From an optimization exercise on the open Yosys and OpenROAD flow, aimed at small area; shortcuts taken in it are not production practice.
The RTL was checked by simulation tests, not by an equivalence proof against the original design.
Power is estimated from default activity; no workload was simulated.

==> v16: inputs <==
==> flow/design.v <==
module CPS_v3
(	 
	input wire  			rst_i, clk_i,
	output reg  			vld_mem_o,
	input wire [383:0] 	doutb_bram12_i,
	input wire 				vld_i,
	input wire 				en_read_i,
	output reg 				rdy_o,
	output reg [6:0] 		addrb_bram12_o,
	input 					empty_i,
	output reg 				full_o,
	output reg 				wea_bram3_o,
	output reg [6:0] 		addra_bram3_o,
	output wire [383:0] 	dina_bram3_o,
	input [26:0] 			element_struct,
	input 					video_ACK_i);
	reg						read;
	reg						full_counter, start_counter;
	reg						write_counter;
	reg [127:0]				W, Y, Z;
	always @(negedge clk_i or posedge rst_i)
	begin
		if(rst_i)
		begin
			addrb_bram12_o	<= 0;
			rdy_o			<= 1'b1;
			read			<= 0;
		end
		else if( video_ACK_i )
		begin
			if( en_read_i )
			begin
				if( vld_i )
				begin
					rdy_o			<= 0;
					addrb_bram12_o	<= 0;
					read			<= 1'b1;
				end
				else
				begin
					rdy_o	<= 1'b1;
					if( addrb_bram12_o != 7'd127 )
						addrb_bram12_o	<= addrb_bram12_o + 1'b1;
					else
						read	<= 0;
				end
			end
			else
			begin
				addrb_bram12_o	<= 0;
				rdy_o			<= 1'b1;
				read			<= 1'b0;
			end
		end
	end
	wire [389:0] prow  = {3'b000, doutb_bram12_i, 3'b000};
	wire [389:0] prown = ~prow;
	wire [26:0]  e_n   = ~element_struct;
	wire c2   = (element_struct[8:0]  == 9'd0);
	wire c12  = (element_struct[17:0] == 18'd0);
	wire c012 = (element_struct       == 27'd0);
	wire load = read && addrb_bram12_o != 7'd0 && addrb_bram12_o != 7'd127;
	wire ld_n  = ~(video_ACK_i & load);
	wire hold  = ~video_ACK_i;
	wire clr   = video_ACK_i & ~load;
	wire w_clr = clr & c2;
	wire y_clr = clr & c12;
	wire z_clr = clr & c012;
	wire [127:0] W_d, Y_d, Z_d;
	genvar g;
	generate
		for (g = 0; g < 128; g = g + 1)
		begin : col
			CPS_v3_col #(.EDGE(g == 0 ? 1 : g == 127 ? 2 : 0)) u_col (
				.p(prow[3*g+8:3*g]), .pn(prown[3*g+8:3*g]),
				.e(element_struct), .en(e_n),
				.ld_n(ld_n), .hold(hold),
				.w(W[g]), .w_clr(w_clr),
				.y(Y[g]), .y_clr(y_clr),
				.z(Z[g]), .z_clr(z_clr),
				.w_d(W_d[g]), .y_d(Y_d[g]), .z_d(Z_d[g]));
		end
	endgenerate
	always @(posedge clk_i or posedge rst_i)
	begin
		if(rst_i)
			write_counter	<= 0;
		else if( video_ACK_i )
			write_counter	<= load;
	end
	always @(posedge clk_i)
	begin
		W	<= W_d;
		Y	<= Y_d;
		Z	<= Z_d;
	end
	generate
		for (g = 0; g < 128; g = g + 1)
		begin : outp
			assign dina_bram3_o[3*g+2:3*g] = Z[g] ? element_struct[14:12] : 3'b111;
		end
	endgenerate
	always @(negedge clk_i or posedge rst_i)
	begin
		if(rst_i)
		begin
			addra_bram3_o	<= 0;
			wea_bram3_o		<= 0;
			full_o			<= 0;
			full_counter	<= 0;
			start_counter	<= 0;
			vld_mem_o		<= 0;
		end
		else if( video_ACK_i )
		begin
			if( ~empty_i )
			begin
				full_o			<= 0;
				addra_bram3_o	<= 0;
				start_counter	<= 0;
				full_counter	<= 0;
			end
			else
			begin
				if( addra_bram3_o == 7'd125 ) start_counter <= 1'b1;
				if( start_counter )
				begin
					if( full_counter )
					begin
						full_o		<= 1'b1;
						vld_mem_o	<= 1'b1;
					end
					else
						full_counter	<= 1'b1;
				end
				else
				begin
					full_o			<= 1'b0;
					full_counter	<= 0;
				end
			end
			wea_bram3_o	<= write_counter;
			if( write_counter )
				addra_bram3_o	<= addra_bram3_o + 1'b1;
		end
	end
endmodule
module CPS_v3_col
#(
	parameter EDGE = 0
)
(
	input  [8:0]  p, pn,
	input  [26:0] e, en,
	input        ld_n, hold,
	input        w, w_clr,
	input        y, y_clr,
	input        z, z_clr,
	output       w_d, y_d, z_d);
	localparam [26:0] OUT = EDGE == 1 ? {3{9'b000_000_111}} : EDGE == 2 ? {3{9'b111_000_000}} : 27'd0;
	wire [26:0] pp  = {p, p, p};
	wire [26:0] ppn = {pn, pn, pn};
	wire [26:0] lit = ((e | ppn) & (en | pp) & ~OUT) | (~e & OUT);
	wire m0 = &lit[26:18];
	wire m1 = &lit[17:9];
	wire m2 = &lit[8:0];
	wire ld = ~ld_n;
	assign w_d = (ld & m2)     | (hold & w) | w_clr;
	assign y_d = (ld & m1 & w) | (hold & y) | y_clr;
	assign z_d = (ld & m0 & y) | (hold & z) | z_clr;
endmodule
==> flow/flow/run.sh <==
#!/bin/bash
# Standard ORFS layout, except:
#  - the column matcher CPS_v3_col is read as a hand-mapped gate-level module
#    (flow/col_gates.v, same function as the RTL module) instead of being
#    mapped by ABC; all registers stay in the top module and go through the
#    standard synthesis unchanged;
#  - the port buffers that global placement puts on every input and output
#    use the smallest buffer cell (buf_1);
set -euo pipefail
python3 flow/swap_col.py design.v flow/col_gates.v design_mapped.v > swap_col.log 2>&1
export BUFFER_PORTS_ARGS="-buffer_cell sky130_fd_sc_hd__buf_1"
export CTS_ARGS="-sink_clustering_enable -repair_clock_nets -buf_list sky130_fd_sc_hd__clkbuf_8 -sink_clustering_size 14 -sink_clustering_max_diameter 80 -dont_use_dummy_load"
bash standard.sh VERILOG_FILES="$PWD/design_mapped.v" finish > standard_flow.log 2>&1
==> flow/flow/col_gates.v <==
// Gate-level CPS_v3_col for sky130hd: one o22ai per compared bit (its output
// is high on a mismatch), NOR4/NOR2 trees, and a NAND/AOI stage that merges
// the load, hold and clear terms. Same function as CPS_v3_col in the RTL,
// including its EDGE parameter.
module CPS_v3_col
#(
	parameter EDGE = 0
)
(
	input  [8:0]  p, pn,
	input  [26:0] e, en,
	input        ld_n, hold,
	input        w, w_clr,
	input        y, y_clr,
	input        z, z_clr,
	output       w_d, y_d, z_d);

	wire [26:0] pp  = {p, p, p};
	wire [26:0] ppn = {pn, pn, pn};
	wire [26:0] x;
	genvar k;
	generate
		for (k = 0; k < 27; k = k + 1)
		begin : lit
			// a window pixel outside the row is 0: its bits mismatch where e is 1
			if ((EDGE == 1 && k % 9 < 3) || (EDGE == 2 && k % 9 >= 6))
			begin : out
				assign x[k] = e[k];
			end
			else
			begin : in
				sky130_fd_sc_hd__o22ai_1 u_x (.A1(e[k]), .A2(ppn[k]), .B1(en[k]), .B2(pp[k]), .Y(x[k]));
			end
		end
	endgenerate

	wire [2:0] a, b, c, g, h;
	wire [2:0] hq = {z, y, w};
	wire [2:0] hc = {z_clr, y_clr, w_clr};
	wire [2:0] o;
	generate
		for (k = 0; k < 3; k = k + 1)
		begin : row
			sky130_fd_sc_hd__nor4_1 u_a (.A(x[9*k+0]), .B(x[9*k+1]), .C(x[9*k+2]), .D(x[9*k+3]), .Y(a[k]));
			sky130_fd_sc_hd__nor4_1 u_b (.A(x[9*k+4]), .B(x[9*k+5]), .C(x[9*k+6]), .D(x[9*k+7]), .Y(b[k]));
			sky130_fd_sc_hd__nor2_1 u_c (.A(x[9*k+8]), .B(ld_n), .Y(c[k]));
			sky130_fd_sc_hd__a21oi_1 u_h (.A1(hold), .A2(hq[k]), .B1(hc[k]), .Y(h[k]));
			sky130_fd_sc_hd__nand2_1 u_o (.A(g[k]), .B(h[k]), .Y(o[k]));
		end
	endgenerate
	sky130_fd_sc_hd__nand3_1 u_g0 (.A(a[0]), .B(b[0]), .C(c[0]), .Y(g[0]));
	sky130_fd_sc_hd__nand4_1 u_g1 (.A(a[1]), .B(b[1]), .C(c[1]), .D(w), .Y(g[1]));
	sky130_fd_sc_hd__nand4_1 u_g2 (.A(a[2]), .B(b[2]), .C(c[2]), .D(y), .Y(g[2]));
	assign w_d = o[0];
	assign y_d = o[1];
	assign z_d = o[2];
endmodule
==> flow/flow/swap_col.py <==
# Writes design_mapped.v: design.v with the RTL module CPS_v3_col replaced by
# the gate-level CPS_v3_col in flow/col_gates.v.
import re, sys
src = open(sys.argv[1]).read()
gates = open(sys.argv[2]).read()
m = re.search(r'^module CPS_v3_col\b.*?^endmodule\b', src, re.S | re.M)
if not m:
    sys.exit('CPS_v3_col not found in ' + sys.argv[1])
open(sys.argv[3], 'w').write(src[:m.start()] + src[m.end():] + '\n' + gates)
==> flow/standard.sh <==
#!/bin/bash
# synth_recipe.tcl (not shown) runs the flow's synth.tcl, then flattens the netlist and writes it again
# the make line also repeats each setting of config.mk as NAME=value (left out here)
make -C /OpenROAD-flow-scripts/flow DESIGN_CONFIG=/design/flow/config.mk WORK_HOME=/design/flow/orfs CLKGATE_MAP_FILE= SYNTH_SCRIPT=/design/flow/synth_recipe.tcl "${@:-finish}"
==> flow/config.mk <==
export PLATFORM = sky130hd
export DESIGN_NAME = CPS_v3
export DESIGN_NICKNAME = CPS_v3
export VERILOG_FILES = /design/flow/design.v
export SDC_FILE = /design/flow/constraint.sdc
export NUM_CORES = 4
export LEC_CHECK = 0
export CAP_MARGIN = 10
export CELL_PAD_IN_SITES_DETAIL_PLACEMENT = 1
export CELL_PAD_IN_SITES_GLOBAL_PLACEMENT = 1
export CORE_MARGIN = 2
export CORE_UTILIZATION = 35
export CTS_BUF_LIST = sky130_fd_sc_hd__clkbuf_8
export CTS_CLUSTER_DIAMETER = 80
export CTS_CLUSTER_SIZE = 14
export PLACE_DENSITY = 0.55
export SLEW_MARGIN = 10
export SYNTH_HIERARCHICAL = 1
export SYNTH_MINIMUM_KEEP_SIZE = 0
==> flow/constraint.sdc <==
create_clock -name core_clock -period 10.0 [get_ports {clk_i}]
set_input_delay 2.0000 -clock core_clock [delete_from_list [all_inputs] [get_ports {clk_i}]]
set_output_delay 2.0000 -clock core_clock [all_outputs]
set_load 0.01 [all_outputs]
==> inputs of v31, as changes to v16 <==
--- a/flow/flow/run.sh
+++ b/flow/flow/run.sh
@@ -7,3 +7,3 @@
 #  - the port buffers that global placement puts on every input and output
-#    use the smallest buffer cell (buf_1);
+#    use the smallest buffer cell (buf_1).
 set -euo pipefail
@@ -11,3 +11,2 @@
 export BUFFER_PORTS_ARGS="-buffer_cell sky130_fd_sc_hd__buf_1"
-export CTS_ARGS="-sink_clustering_enable -repair_clock_nets -buf_list sky130_fd_sc_hd__clkbuf_8 -sink_clustering_size 14 -sink_clustering_max_diameter 80 -dont_use_dummy_load"
 bash standard.sh VERILOG_FILES="$PWD/design_mapped.v" finish > standard_flow.log 2>&1
--- a/flow/config.mk
+++ b/flow/config.mk
@@ -7,3 +7,3 @@
 export LEC_CHECK = 0
-export CAP_MARGIN = 10
+export CAP_MARGIN = 20
 export CELL_PAD_IN_SITES_DETAIL_PLACEMENT = 1
@@ -11,3 +11,3 @@
 export CORE_MARGIN = 2
-export CORE_UTILIZATION = 35
+export CORE_UTILIZATION = 30
 export CTS_BUF_LIST = sky130_fd_sc_hd__clkbuf_8
@@ -15,4 +15,4 @@
 export CTS_CLUSTER_SIZE = 14
-export PLACE_DENSITY = 0.55
-export SLEW_MARGIN = 10
+export PLACE_DENSITY = 0.5
+export SLEW_MARGIN = 20
 export SYNTH_HIERARCHICAL = 1
==> qor summary <==
| metric | v16 | v31 |
|---|---|---|
| Status | timing/DRC/antenna clean | timing/DRC/antenna clean |
| TritonCTS Buffers | 52 | 60 |
| Worst-skew pair later-pin latency | 0.92 ns | 0.96 ns |
| Place WS | 1.52 ns | 1.26 ns |
| Max Clock Skew | 0.210 ns | 0.210 ns |
| Sum of routed wire length over all layers | 390000 µm | 412000 µm |
| Ant diodes | 81 | 86 |
| Placed wire-length estimate after detailed placement | 210000 µm | 226000 µm |
| DR vias/cell | 8.57 | 8.18 |
| Signal buf overhead | 8.42% | 8.33% |
| Total power draw | 0.00558 W | 0.00619 W |
| Post-CTS clock slew at the launch and capture registers of the worst setup and hold paths | 0.12 ns | 0.07 ns |
| RD Place Congestion | 0.947 | 0.943 |
| Total met3 wirelength after detailed routing | 68500 µm | 62300 µm |
| Worst Path Arrival | 6.52 ns | 6.57 ns |
| Number of antenna violations at the first check in global routing | 126 | 121 |
| Combinational Power Share | 47.5% | 43.2% |
| Effective utilization at floorplan | 35.2% | 30.2% |
| Internal cell power | 0.00276 W | 0.00313 W |
